What follows belongs to an exercise in optimizing a design on an open flow for small area; a production flow would make more cautious choices. For this run, only the layout was checked, not whether the RTL still works.

--- config.mk ---
export PLATFORM = sky130hd
export DESIGN_NAME = DigitalClock
export DESIGN_NICKNAME = DigitalClock
export VERILOG_FILES = /design/flow/design.v
export SDC_FILE = /design/flow/constraint.sdc
export NUM_CORES = 4
export LEC_CHECK = 0
export CAP_MARGIN = 20
export CORE_MARGIN = 2
export CORE_UTILIZATION = 40
export SLEW_MARGIN = 20
--- constraint.sdc ---
create_clock -name core_clock -period 30.0 [get_ports {clk_2MHz}]
set_input_delay 6.0000 -clock core_clock [delete_from_list [all_inputs] [get_ports {clk_2MHz}]]
set_output_delay 6.0000 -clock core_clock [all_outputs]
set_load 0.01 [all_outputs]
--- design.v ---
`timescale 1ns / 1ps
module DigitalClock(
  input clk_2MHz,
  input s1_async,
  input s2_async,
  input s3_async,
  input s4_async,
  input s5_async,
  input reset,
  output [6:0] d1,
  output [6:0] d2,
  output [6:0] d3,
  output [6:0] d4,
  output [6:0] d5,
  output [6:0] d6
    );
  wire mode, set, op1, op2, free;
  SignalSynchronizer SS(clk_2MHz, s1_async, s2_async, s3_async, s4_async, s5_async, reset, mode, set, op1, op2, free);
  parameter MODE_CLOCK = 2'd0;
  parameter MODE_ALARM = 2'd1;
  parameter MODE_STOP = 2'd2;
  reg [1:0] currMode;
  always @(posedge clk_2MHz or posedge reset) begin
    if (reset) begin
      currMode <= MODE_CLOCK;
    end
    else if (mode) begin
      case (currMode)
        MODE_CLOCK : currMode <= MODE_ALARM;
        MODE_ALARM : currMode <= MODE_STOP;
        MODE_STOP : currMode <= MODE_CLOCK;
        default : currMode <= MODE_CLOCK;
      endcase
    end
  end
  wire [6:0] clockHH, clockMM, clockSS;
  wire [6:0] alarmHH, alarmMM, alarmSS;
  wire [6:0] stopHH, stopMM, stopSS;
  wire [5:0] clockFlick, alarmFlick;
  wire [20:0] realTime, alarmTime;
  wire RINGING = (realTime == alarmTime);
  wire clockSETTING, alarmSETTING;
  wire clockAP, alarmAP;
  ClockMode clock((currMode == MODE_CLOCK), clk_2MHz, reset, set, op1, op2, RINGING, clockSETTING, clockAP, clockHH, clockMM, clockSS, clockFlick, realTime);
  AlarmMode alarm((currMode == MODE_ALARM), clk_2MHz, reset, set, op1, op2, clockAP, alarmSETTING, alarmAP, alarmHH, alarmMM, alarmSS, alarmFlick, alarmTime);
  StopMode stopwatch((currMode == MODE_STOP), clk_2MHz, reset, set, op1, stopHH, stopMM, stopSS);
  wire [6:0] outHH, outMM, outSS;
  wire [5:0] outFlick;
  wire outAP;
  reg [6:0] finalHH, finalMM, finalSS;
  reg [5:0] finalFlick;
  reg finalAP;
  always @(*) begin
    case (currMode)
      MODE_CLOCK: begin
        finalHH = clockHH;
        finalMM = clockMM;
        finalSS = clockSS;
        finalFlick = clockFlick;
        finalAP = clockAP;
      end
      MODE_ALARM: begin
        finalHH = alarmHH;
        finalMM = alarmMM;
        finalSS = alarmSS;
        finalFlick = alarmFlick;
        finalAP = alarmAP;
      end
      MODE_STOP: begin
        finalHH = stopHH;
        finalMM = stopMM;
        finalSS = stopSS;
        finalFlick = 6'b000000;
        finalAP = 0;
      end
      default: begin
        finalHH = clockHH;
        finalMM = clockMM;
        finalSS = clockSS;
        finalFlick = clockFlick;
        finalAP = clockAP;
      end
    endcase
  end
  assign outHH = finalHH;
  assign outMM = finalMM;
  assign outSS = finalSS;
  assign outFlick = finalFlick;
  assign outAP = finalAP;
  wire [3:0] H1, H2, M1, M2, S1, S2;
  wire [6:0] D1, D2, D3, D4, D5, D6;
  ProcessTT processTT(outAP, (currMode == MODE_STOP), outHH, outMM, outSS, H1, H2, M1, M2, S1, S2);
  BCHto7SegmentDecoder digit1(H1, D1);
  BCHto7SegmentDecoder digit2(H2, D2);
  BCHto7SegmentDecoder digit3(M1, D3);
  BCHto7SegmentDecoder digit4(M2, D4);
  BCHto7SegmentDecoder digit5(S1, D5);
  BCHto7SegmentDecoder digit6(S2, D6);
  DigitFlicker digitFlicker(clk_2MHz, reset, outFlick, D1, D2, D3, D4, D5, D6, d1, d2, d3, d4, d5, d6);
endmodule
`timescale 1ns / 1ps
module SignalSynchronizer(
  input clk,
  input sw1_async, 
  input sw2_async, 
  input sw3_async, 
  input sw4_async, 
  input sw5_async, 
  input reset,
  output sw1,
  output sw2,
  output sw3,
  output sw4,
  output sw5
);
PulseGenerator P1(clk, sw1_async, reset, sw1);
PulseGenerator P2(clk, sw2_async, reset, sw2);
PulseGenerator P3(clk, sw3_async, reset, sw3);
PulseGenerator P4(clk, sw4_async, reset, sw4);
PulseGenerator P5(clk, sw5_async, reset, sw5);
endmodule
`timescale 1ns / 1ps
`timescale 1ns / 1ps
module PulseGenerator (
  input clk,
  input input_signal,
  input reset,
  output output_signal
);
  parameter s_0  = 2'd0;
  parameter s_11 = 2'd1;
  parameter s_01 = 2'd2;
  reg[1:0] state; reg[1:0] next_state;
  assign output_signal = (state == s_01) ? 1'b1 : 1'b0;
  always @(*) begin
    case (state)
      s_0:
        next_state = (input_signal == 1'b1) ? s_01 : s_0;
      s_11:
        next_state = (input_signal == 1'b1) ? s_11 : s_0;
      s_01:
        next_state = (input_signal == 1'b1) ? s_11 : s_0;
      default:
        next_state = s_0;
    endcase
  end
  always @(posedge clk) begin
    state <= (reset == 1'b1) ? s_0 : next_state;
  end
endmodule
`timescale 1ns / 1ps
module ClockMode(
  input ASSERT,
  input clk_2MHz,
  input reset,
  input in_set,
  input in_op1,
  input in_op2,
  input in_alarm,
  output out_mode,
  output out_AP,
  output [6:0] outHH,
  output [6:0] outMM,
  output [6:0] outSS,
  output [5:0] out_flick,
  output [20:0] realTime
);
parameter TICKING = 1'b0;  
parameter SETTING = 1'b1;  
reg submode;  
reg displayAP;
assign out_mode = submode;
assign out_AP = displayAP;
reg ringing;  
reg set_reset;
reg set_done;
reg submode_nxt, displayAP_nxt, ringing_nxt, set_reset_nxt, set_done_nxt;
wire LOAD;
wire [6:0] tickHH, tickMM, tickSS;
wire [6:0] setHH, setMM, setSS;
wire [5:0] set_flick;
TimeTicker timeTicker(clk_2MHz, reset, ASSERT&LOAD, setHH, setMM, setSS, tickHH, tickMM, tickSS);
TimeSetter timeSetter(clk_2MHz, reset, set_reset_nxt | set_reset, in_set, in_op1, in_op2, displayAP, setHH, setMM, setSS, set_flick, LOAD);
assign outHH = ((submode == TICKING) ? tickHH : setHH);
assign outMM = ((submode == TICKING) ? tickMM : setMM);
assign outSS = ((submode == TICKING) ? tickSS : setSS);
assign out_flick = ((submode == TICKING) ? (ringing ? 6'b111111 : 6'b000000) : set_flick);
assign realTime = {tickHH, tickMM, tickSS};
always @(*) begin
    submode_nxt = submode;
    displayAP_nxt = displayAP;
    ringing_nxt = ringing;
    set_done_nxt = set_done;
    set_reset_nxt = 0;
    if (in_alarm) ringing_nxt = 1;
    if (ASSERT) begin
		 if (LOAD) begin
			set_done_nxt = 1;
			submode_nxt = TICKING;
		 end
       if (in_set) begin
          case (submode_nxt)
            TICKING: begin
              submode_nxt = SETTING;
              set_reset_nxt = 1;
              set_done_nxt = 0;
            end
            SETTING: ;
            default: ;
          endcase
		  end
        if (submode_nxt == TICKING) begin
           if (in_op1) displayAP_nxt = ~displayAP_nxt;
           if (in_op2) ringing_nxt = 0;
        end
    end
end
always @(posedge clk_2MHz or posedge reset) begin
  if (reset) begin
    submode <= TICKING;
    displayAP <= 0;
    ringing <= 0;
    set_reset <= 1;
    set_done <= 1;
  end
  else begin
    submode <= submode_nxt;
    displayAP <= displayAP_nxt;
    ringing <= ringing_nxt;
    set_reset <= set_reset_nxt;
    set_done <= set_done_nxt;
  end
end
endmodule
`timescale 1ns / 1ps
module AlarmMode(
  input ASSERT,
  input clk_2MHz,
  input reset, 
  input in_set,
  input in_op1,
  input in_op2,
  input in_AP,
  output out_mode,
  output out_AP,
  output [6:0] outHH,
  output [6:0] outMM,
  output [6:0] outSS,
  output [5:0] out_flick,
  output [20:0] alarmTime
);
reg set_reset;
reg setting;
reg displayAP;
reg AON;
reg set_reset_nxt, setting_nxt, displayAP_nxt, AON_nxt;
assign out_mode = setting;
assign out_AP = displayAP;
wire LOAD;
wire [6:0] setHH, setMM, setSS;
wire [6:0] curHH, curMM, curSS;
wire [5:0] set_flick;
TimeKeeper timeKeeper(clk_2MHz, reset, ASSERT&LOAD, setHH, setMM, curHH, curMM, curSS);
TimeSetter timeSetter(clk_2MHz, reset, set_reset_nxt | set_reset, in_set, in_op1, in_op2, displayAP, setHH, setMM, setSS, set_flick, LOAD);
assign outHH = ((AON) ? curHH : ((setting) ? setHH : 7'b1111111));
assign outMM = ((AON) ? curMM : ((setting) ? setMM : 7'b1111111));
assign outSS = ((AON) ? curSS : ((setting) ? setSS : 7'b1111111));
assign out_flick = ((setting) ? set_flick : 6'b000000);
assign alarmTime = ((AON) ? {curHH, curMM, curSS} : 21'd2097151);
always @(*) begin
  displayAP_nxt = displayAP;
  setting_nxt = setting;
  AON_nxt = AON;
  set_reset_nxt = 0;
    if (ASSERT) begin
      if (LOAD) begin
        setting_nxt = 0;
        AON_nxt = 1;
      end
      else begin
        if (in_set) begin
          if (setting == 0) begin
            setting_nxt = 1;
            set_reset_nxt = 1;
            AON_nxt = 0;
          end
			 else begin
				setting_nxt = 1;
			 end
			end
        else begin
          if (setting == 0) begin
            if (in_op1) displayAP_nxt = ~displayAP;
            if (in_op2) AON_nxt = 0;
          end
        end
      end
    end
	 else begin
		displayAP_nxt = in_AP;
	 end
end
always @(posedge clk_2MHz or posedge reset) begin
  if (reset) begin
    displayAP <= 0;
    setting <= 0;
    AON <= 0;
    set_reset <= 1;
  end
  else begin
    displayAP <= displayAP_nxt;
    setting <= setting_nxt;
    AON <= AON_nxt;
    set_reset <= set_reset_nxt;
  end
end
endmodule
`timescale 1ns / 1ps
module StopMode(
  input ASSERT,
  input clk_2MHz,
  input reset,
  input in_set,
  input in_op1,
  output [6:0] outMM,
  output [6:0] outSS,
  output [6:0] outMS
);
reg PAUSE, LOAD;
StopTicker stopTicker(clk_2MHz, reset, 7'b0000000, 7'b00000000, 7'b0000000, LOAD, PAUSE, outMM, outSS, outMS);
always @ (posedge clk_2MHz or posedge reset) begin
  if (reset) begin
    PAUSE <= 1;
    LOAD <= 1;
  end
  else begin
    LOAD <= 0;
    if (ASSERT) begin
      if (in_set) PAUSE <= ~PAUSE;
      else begin
        if (in_op1) begin
          LOAD <= 1;
        end
      end
    end
  end
end
endmodule
`timescale 1ns / 1ps
module TimeKeeper(
  input clk_2MHz,
  input reset,
  input set,
  input [6:0] alarmHH, 
  input [6:0] alarmMM,
  output [6:0] outHH,
  output [6:0] outMM,
  output [6:0] outSS
);
reg [6:0] curHH, curMM;
wire [6:0] curSS = 7'b0000000;
assign outHH = curHH;
assign outMM = curMM;
assign outSS = curSS;
always @(posedge clk_2MHz or posedge reset) begin
  if (reset) begin
    curHH <= 7'b0000000;
    curMM <= 7'b0000000;
  end
  else begin
    if (set) begin
      curHH <= alarmHH;
      curMM <= alarmMM;
    end
  end
end
endmodule
`timescale 1ns / 1ps
module TimeSetter(
  input clk_2MHz,
  input reset, 
  input clear,
  input in_set, 
  input in_inc,
  input in_dec,
  input showAP,
  output [6:0] outHH,
  output [6:0] outMM,
  output [6:0] outSS,
  output [5:0] out_flick,
  output reg load
);
reg [6:0] curHH, curMM, curSS, upHH, downHH, upMM, downMM;
reg [1:0] setState, nextSetState;
reg [5:0] flick;
assign outHH = curHH;
assign outMM = curMM;
assign outSS = curSS;
assign out_flick = flick;
reg nextLoad;
parameter S0 = 2'd0;  
parameter S1 = 2'd1;  
parameter S2 = 2'd2;  
parameter S3 = 2'd3;  
always @(*) begin
  nextSetState = setState + 1;
  if (showAP) begin
    if (nextSetState == S3) begin
      nextSetState = S0;
		nextLoad = 1;
    end
  end
  else begin
    if (nextSetState == S2) begin
      nextSetState = S0;
		nextLoad = 1;
    end
  end
  nextLoad = (nextSetState == S0) ? 1:0;
  if (showAP) begin
    case (setState)
      S0: flick = 6'b100000;
      S1: flick = 6'b001100;
      S2: flick = 6'b000011;
      default: flick = 6'b000000;
    endcase
  end
  else begin
    case (setState) 
      S0: flick = 6'b110000;
      S1: flick = 6'b001100;
      default: flick = 6'b000000;
    endcase
  end
  upHH = curHH;
  downHH =curHH;
  upMM = curMM;
  downMM = curMM;
  if ((setState == S0)&&showAP) begin
    if (curHH < 12) begin
      upHH = curHH + 12;
      downHH = curHH + 12;
    end
    else begin
      upHH = curHH - 12;
      downHH = curHH - 12;
    end
  end
  if (((setState == S1)&&showAP) || ((setState == S0)&&(~showAP)))begin
    if (curHH == 23) upHH = 0;
    else upHH = curHH + 1;
    if (curHH == 0) downHH = 23;
    else downHH = curHH - 1;
  end
  if (((setState == S2)&&showAP) || ((setState == S1)&&(~showAP)))begin
    if (curMM == 59) upMM = 0;
    else upMM = curMM + 1;
    if (curMM == 0) downMM = 59;
    else downMM = curMM - 1;
  end
end
always @(posedge clk_2MHz or posedge reset) begin
  if (reset) begin
    curHH <= 0;
    curMM <= 0;
    curSS <= 0;
    setState <= S0;
    load <= 0;
  end
  else if (clear) begin
    curHH <= 0;
    curMM <= 0;
    curSS <= 0;
    setState <= S0;
    load <= 0;
  end
  else begin
    load <= 0;
    if (in_set) begin
      setState <= nextSetState;
      load <= nextLoad;
    end
    else begin
      if (in_dec) begin
        curHH <= downHH;
        curMM <= downMM;
      end
      else if (in_inc) begin
        curHH <= upHH;
        curMM <= upMM;
      end
    end
  end
end
endmodule
`timescale 1ns / 1ps
module TimeTicker(
  input clk_2MHz,
  input reset,
  input set,
  input [6:0] setHH,
  input [6:0] setMM,
  input [6:0] setSS,
  output [6:0] outHH,
  output [6:0] outMM,
  output [6:0] outSS
    );
wire clk_1Hz;
wire tick_1Hz;
TickSecond tickSecond(clk_2MHz, reset, clk_1Hz, tick_1Hz);
reg [6:0] curHH, curMM, curSS, nextHH, nextMM, nextSS;
assign outHH = curHH;
assign outMM = curMM;
assign outSS = curSS;
always @(*) begin
  nextSS = curSS + 1;
  nextMM = curMM;
  nextHH = curHH;
  if (nextSS == 7'd60) begin
    nextSS = 0;
    nextMM = nextMM + 1;
  end
  if (nextMM == 7'd60) begin
    nextMM = 0;
    nextHH = nextHH +1;
  end
  if (nextHH == 7'd24) begin
    nextHH = 0;
  end
end
always @(posedge clk_2MHz or posedge reset) begin
  if (reset) begin
    curSS <= 0;
    curMM <= 0;
    curHH <= 0;
  end
  else begin
    if (set) begin
      curSS <= setSS;
      curMM <= setMM;
      curHH <= setHH;
    end
    else if (tick_1Hz) begin
      curSS <= nextSS;
      curMM <= nextMM;
      curHH <= nextHH;
    end
  end
end
endmodule
`timescale 1ns / 1ps
module TickSecond(
  input clk_2MHz,
  input reset, 
  output reg clk_1Hz,
  output tick_1Hz
);
  reg [20:0] cnt;
    wire [20:0] cnt_inc = cnt + 1;
  wire wrap = (cnt_inc >= 1000);
  assign tick_1Hz = wrap & ~clk_1Hz;
  always @(posedge clk_2MHz or posedge reset) begin
    if (reset) begin
      cnt <= 0;
      clk_1Hz <= 0;
    end
    else begin
      if (wrap) begin
        clk_1Hz <= ~clk_1Hz;
        cnt <= 0;
      end
      else begin
        cnt <= cnt_inc;
      end
    end
  end
endmodule
`timescale 1ns / 1ps
module TickHundredth(
 input clk_2MHz, 
 input reset,
 output reg clk_100Hz,
  output tick_100Hz
);
reg [20:0] cnt;
  wire [20:0] cnt_inc = cnt + 1;
  wire wrap = (cnt_inc >= 10);
  assign tick_100Hz = wrap & ~clk_100Hz;
  always @(posedge clk_2MHz or posedge reset) begin
    if (reset) begin
      cnt <= 0;
      clk_100Hz <= 0;
    end
    else begin
      if (wrap) begin
        clk_100Hz <= ~clk_100Hz;
        cnt <= 0;
      end
      else begin
        cnt <= cnt_inc;
      end
    end
  end
endmodule
`timescale 1ns / 1ps
module Tick4Flick(
  input clk_2MHz,
  input reset, 
  output reg clk_2Hz
);
  reg [20:0] cnt;
    wire [20:0] cnt_inc = cnt + 1;
  wire wrap = (cnt_inc >= 250);
  always @(posedge clk_2MHz or posedge reset) begin
    if (reset) begin
      cnt <= 0;
      clk_2Hz <= 0;
    end
    else begin
      if (wrap) begin
        clk_2Hz <= ~clk_2Hz;
        cnt <= 0;
      end
      else begin
        cnt <= cnt_inc;
      end
    end
  end
endmodule
`timescale 1ns / 1ps
module StopTicker(
  input clk_2MHz, 
  input reset, 
  input [6:0] setMM, 
  input [6:0] setSS,
  input [6:0] setMS,
  input LOAD,
  input PAUSE,
  output [6:0] outMM,
  output [6:0] outSS,
  output [6:0] outMS
);
wire clk_100Hz, tick_100Hz;
TickHundredth tickHundredth(clk_2MHz, reset, clk_100Hz, tick_100Hz);
reg [6:0] curMM, curSS, curMS, nextMM, nextSS, nextMS;
assign outMM = curMM;
assign outSS = curSS;
assign outMS = curMS;
always @(*) begin
  nextMM = curMM;
  nextSS = curSS;
  nextMS = curMS + 1;
  if (nextMS == 7'd100) begin 
    nextMS = 0;
    nextSS = nextSS + 1;
  end
  if (nextSS == 7'd60) begin
    nextSS = 0;
    nextMM = nextMM + 1;
  end
  if (nextMM == 7'd60) begin
    nextMS = 99;
    nextSS = 59;
    nextMM = 59;
  end
end
always @ (posedge clk_2MHz or posedge reset) begin
  if (reset) begin
    curMM <= 0;
    curSS <= 0;
    curMS <= 0;
  end
  else begin
    if (LOAD) begin
      curMM <= setMM;
      curSS <= setSS;
      curMS <= setMS;
    end
    else if (tick_100Hz && !PAUSE) begin
      curMM <= nextMM;
      curSS <= nextSS;
      curMS <= nextMS;
    end
  end
end
endmodule
`timescale 1ns / 1ps
module ProcessTT( 
  input showAP,
  input leadingZero,
  input [6:0] finalHH,
  input [6:0] finalMM,
  input [6:0] finalSS,
  output [3:0] H1,
  output [3:0] H2,
  output [3:0] M1,
  output [3:0] M2,
  output [3:0] S1,
  output [3:0] S2
);
reg [3:0] h1, h2, m1, m2, s1, s2;
reg [7:0] temp;
reg [3:0] i;
assign H1 = h1;
assign H2 = h2;
assign M1 = m1;
assign M2 = m2;
assign S1 = s1;
assign S2 = s2;
always @(*) begin
  temp = 8'd0;
  i = 4'd0;
  if (finalHH == 7'b1111111) begin
    h1 = 4'd15;
    h2 = 4'd15;
    m1 = 4'd15;
    m2 = 4'd15;
    s1 = 4'd15;
    s2 = 4'd15;
  end
  else begin
    if (showAP) begin
      if (finalHH > 12) begin
        h1 = 4'd12;
        h2 = 4'd14;
		  m1 = 0;
		  m2 = 0;
		  temp = finalHH - 12;
		  for (i = 0; i <10;i = i + 1) begin
			 if (temp >= 10) begin m1 = m1 + 1; temp = temp - 10; end
		  end
			m2 = temp;
      end
      else begin
        h1 = (finalHH == 12) ? 4'd12 : 4'd13;
        h2 = 4'd14;
		  m1 = 0;
		  m2 = 0;
		  temp = (finalHH == 0) ? 12 : finalHH;
		  for(i=0; i<10; i=i+1) begin
				if(temp >= 10) begin m1 = m1+1; temp = temp-10;end
		  end
		  m2 = temp;
      end
		temp = finalMM;
		s1 = 0;
		s2 = 0;
		for (i = 0; i < 10; i = i + 1) begin
			if (temp >= 10) begin s1 = s1 + 1; temp = temp - 10; end
		end
		s2 = temp;
    end
    else begin
		temp = finalHH;
		h1 = 0;
		h2 = 0;
		for (i = 0; i < 10; i = i + 1) begin
			if (temp >= 10) begin h1 = h1 + 1; temp = temp - 10; end
		end
		h2 = temp;
		if (leadingZero) begin
			if (h1 == 0) begin
				h1 = 4'd14;
			end
		end
		temp = finalMM;
		m1 = 0;
		m2 = 0;
		for (i = 0; i < 10; i = i + 1) begin
			if (temp >= 10) begin m1 = m1 + 1; temp = temp - 10; end
		end
		m2 = temp;
		if (leadingZero) begin
			if (m1 == 0) begin
				m1 = 4'd14;
			end
		end
      temp = finalSS;
		s1 = 0;
		s2 = 0;
		for (i = 0; i < 10; i = i + 1) begin
			if (temp >= 10) begin s1 = s1 + 1; temp = temp - 10; end
		end
		s2 = temp;
    end
  end
end
endmodule
`timescale 1ns / 1ps
module DigitFlicker(
  input clk_2MHz,
  input reset,
	input [5:0] flick,
	input [6:0] H1,
	input [6:0] H2,
	input [6:0] M1,
	input [6:0] M2,
	input [6:0] S1,
	input [6:0] S2,
	output reg [6:0] D1,
  output reg [6:0] D2,
  output reg [6:0] D3,
  output reg [6:0] D4,
  output reg [6:0] D5,
  output reg [6:0] D6
    );
  wire clk_flick;
  Tick4Flick tick4flick(clk_2MHz, reset, clk_flick);
  always @(*) begin
    if (clk_flick) begin
      D1 = H1; D2 = H2; D3 = M1; D4 = M2; D5 = S1; D6 = S2;
    end
    else begin
      if (flick[5]) D1 = 7'b0000000;
      else D1 = H1;
      if (flick[4]) D2 = 7'b0000000;
      else D2 = H2;
      if (flick[3]) D3 = 7'b0000000;
      else D3 = M1;
      if (flick[2]) D4 = 7'b0000000;
      else D4 = M2;
      if (flick[1]) D5 = 7'b0000000;
      else D5 = S1;
      if (flick[0]) D6 = 7'b0000000;
      else D6 = S2;
   end
end
endmodule
`timescale 1ns / 1ps
module BCHto7SegmentDecoder (input [3:0] bch, output reg [6:0] display);
    always @ (*) begin
      case (bch)
        4'd0: display = 7'b1111110; 
        4'd1: display = 7'b0110000;
        4'd2: display = 7'b1101101;
        4'd3: display = 7'b1111001; 
        4'd4: display = 7'b0110011; 
        4'd5: display = 7'b1011011; 
        4'd6: display = 7'b1011111; 
        4'd7: display = 7'b1110000; 
        4'd8: display = 7'b1111111; 
        4'd9: display = 7'b1111011; 
	4'd12: display = 7'b1100111;
	4'd13: display = 7'b1110111;
	4'd14: display = 7'b0000000;
	4'd15: display = 7'b0000001;
        default: display = 7'b0000000;
      endcase 
    end
endmodule	
--- run.sh ---
#!/bin/bash
# synth_recipe.tcl (not shown) runs the flow's synth.tcl, then flattens the netlist and writes it again
# the make line also repeats each setting of config.mk as NAME=value (left out here)
make -C /OpenROAD-flow-scripts/flow DESIGN_CONFIG=/design/flow/config.mk WORK_HOME=/design/flow/orfs CLKGATE_MAP_FILE= SYNTH_SCRIPT=/design/flow/synth_recipe.tcl finish
==> run notes <==
[per-layer routing]
metal | up-vias | share of wire
met5 | - | 0
met4 | 0 | 0.016
met3 | 84 | 0.045
met2 | 663 | 0.46
met1 | 12611 | 0.48
li1 | 13223 | -
[cell families (layout without fill, tap and decap cells)]
group,count (synthesis),after routing,synth area share
xor gates and xnor gates,229,229,0.0807
AOI/OAI and AO/OA,1173,1173,0.324
other,1,41,0.000145
adders and majority gates,158,158,0.0761
and+or+nand+nor,1379,1379,0.263
muxes,99,99,0.0405
buffers and inverters,305,262,0.0473
DFF,176,176,0.169
[flip-flops by register name, summed over array words and instances (netlist names), 2 cells and up]
signal,flops
clock.timeSetter.setState,2
alarm.timeSetter.curMM,7
alarm.timeKeeper.curMM,7
currMode,2
stopwatch.stopTicker.curMS,7
clock.timeTicker.curSS,7
SS.P1.state,2
stopwatch.stopTicker.curSS,7
clock.timeSetter.curMM,7
digitFlicker.tick4flick.cnt,21
SS.P4.state,2
alarm.timeSetter.setState,2
clock.timeTicker.curMM,7
stopwatch.stopTicker.curMM,7
SS.P3.state,2
SS.P2.state,2
clock.timeTicker.curHH,7
alarm.timeKeeper.curHH,7
stopwatch.stopTicker.tickHundredth.cnt,21
clock.timeSetter.curHH,7
alarm.timeSetter.curHH,7
clock.timeTicker.tickSecond.cnt,21
[cell type report]
type | count | area share
Tap cell | 855 | 0.0385
Sequential cell | 176 | 0.157
Inverter | 153 | 0.0209
Clock buffer | 18 | 0.0155
Timing Repair Buffer | 77 | 0.0250
Clock inverter | 14 | 0.00442
Multi-Input combinational cell | 3079 | 0.738
[critical path, delay by kind of cell (launching register included)]
kind / cells / cell delay, ps
multiplexers: 3 / 730
AO/OA/AOI/OAI: 17 / 4840
adder cells (fa/ha/maj): 12 / 2860
AND/OR/NAND/NOR: 23 / 5150
buffers and inverters: 13 / 2810
flip-flops: 1 / 360
XOR/XNOR: 4 / 1560
[metrics by stage]
step	cell area [um2]	cells	worst slack (ps)
global placement	27200	4339	6040
global route	27800	4372	3690
detailed placement	27200	4340	5800
floorplan	26100	3560	9340
finish	27800	4372	5250
CTS	27800	4372	5280
[worst max-delay path by stage]
stage | to | slack [ps]
floorplan | d5[3] | 9340
global placement | d5[3] | 6040
detailed placement | d5[3] | 5800
CTS | d5[3] | 5280
global route | d5[3] | 3690
finish | d5[3] | 5250
[cell usage in the layout, fill, tap and decap left out, types with 16 or more instances in the layout]
master and instances:
xor2_1 78, a22oi_1 19, mux2_2 43, nand3_1 147, nand2b_1 31, nor2_1 311
o2bb2ai_1 16, a211oi_1 59, ha_1 155, nor3b_1 17, a31oi_1 69, nand2_1 391
mux2i_1 53, clkbuf_16 17, clkdlybuf4s50_1 47, o211ai_1 59, xnor2_1 143, nor4_1 30
a21boi_0 21, a21oi_1 221, nand4_1 50, a211o_1 19, and2_1 42, o21a_1 32
inv_1 140, o22ai_1 33, o221ai_1 16, o21ai_1 27, buf_4 29, nor3_1 127
dfrtp_1 164, nor2b_1 39, or3_1 34, and3_1 53, a311oi_1 19, o31ai_1 45
a21o_1 33, o21ai_0 205, conb_1 41
==> results.cfg <==
[outcome]
outcome = timing/DRC/antenna clean

[hold_path]
min_to = clock.timeTicker.tickSecond.cnt[0]
min_from = clock.timeTicker.tickSecond.cnt[0]
min_path_type = flip-flop to flip-flop
hold_depth = 1

[yosys]
synthCells = 3520
synthTopCellsByCount = nand2_1 (391), nor2_1 (311), a21oi_1 (221)
synth_warnings = 15
yosysUniqueCellTypes = 139
synthTopCellsByArea = dfrtp_1 (16%), ha_1 (7.5%), nand2_1 (5.7%)
synth_ff_type = dfrtp_1
ys_ff_latch = 176
yosysMostFrequentCell = nand2_1
syn_avg_cell_area_um2 = 7.36
synth_edf_count = 0
yosysTopAreaCell = dfrtp_1
synth.top_cell.area_share = 0.158
synthArstFlopShare = 0.955
ys_seq_area_frac = 0.169
netlist_area_um2 = 25900

[clock_tree]
path_clk_slew_ps = 70
cts_buffer_depth = 2
ctsHoldBuffers = 0
post_cts_resized = 0
cts-root-buf = clkbuf_16
h-tree-depth = 4
cts-buffers-inserted = 17
clock_latency_ps = 450
cts_sinks = 176
cts_setup_buffers = 0
cts_tree = yes

[placement]
port_buffers = 47
gp_congestion = 0.894
dpl.hpwl_um = 55800

[grt]
gr-max-usage-layer = met2
met2_usage = 0.359
grt_max_degree = 69
grt_pass1_wl_um = 124000
met1_usage = 0.304
grt_use_total = 0.217
gr-usage-met3 = 0.0226
antenna_found_initial = 0
grt_pass1_vias = 24587
grt_overflow = 0

[sta]
setup_tns_ps = 0
slew_headroom = 0.275
setup_viol = 0
fin_crit_ps = 24750
min_period_over_period = 0.825
finalHoldWorstSlack_ps = 449
max_freq_mhz = 40.4
worst_pin_slew_ps = 1070
rsz0062_at_grt = no
fin_worst_skew_ps = 16.2
hold_viol_final = 0
slew_violations = 0

[worst_setup_path]
r2r-end = clock.timeTicker.curMM[3]
rr_startpoint = clock.timeTicker.tickSecond.cnt[2]
start_kind = flip-flop
worst_setup_path_end_kind = output port
cp.arrival_ps = 18750
cp_max_fo = 61
reg2reg_slack_ps = 25830
critPathSlowestCell = nand4bb_1
slowest_delay_ps = 670
path_class = flip-flop to output port
reg2reg_depth = 15
cp-startpoint = currMode[0]
crit_required_ps = 24000

[detailed_routing]
first_pass_iters = 7
drt_wl_total_um = 73400
viasPerCell = 6.08
drc = 0
ant_nets = 0
vias = 26581
post_drt_wl_per_cell_um = 16.8
first_iter_violations = 2168

[floorplanning]
die_w_um = 259
die_height_um = 259
row_count = 93
ios = 49
coreArea_um2 = 64200
die_area_um2 = 66900
initial_core_util = 0.404

[final_layout]
diodes = 0
fill_cells = 6706
area_growth_pct = 7.08
drive_above_1_share = 0.0662
multi_input_area_um2 = 20500
fin_util = 0.432
nets = 3667
regArea_um2 = 4370

[run]
drv_cap = 0

## afterwards: timing with drivers on the ports
Ports are ideal in the flow. The routed layout listed here was re-timed in OpenROAD. Step 1, drivers: a clkbuf_16 drives clk_2MHz and a buf_2 each remaining input, both assumed. Step 2, shift: input delay + t, output delay - t, t = (earliest + latest rising clock arrival at the registers) / 2. This alone moves slack from input paths to output paths. Three values: ideal ports, drivers, drivers and shift; two values: the first two.
t, ns: 0.486
setup WS [ns]: 5.246 / 5.198 / 5.684
hold WS [ns]: 0.449 / 0.449 / 0.449
worst setup path after step 2: register to output
After both steps this run still meets setup and hold. The setup slack of this run moves by -0.048 ns with the drivers and by +0.438 ns with both steps.
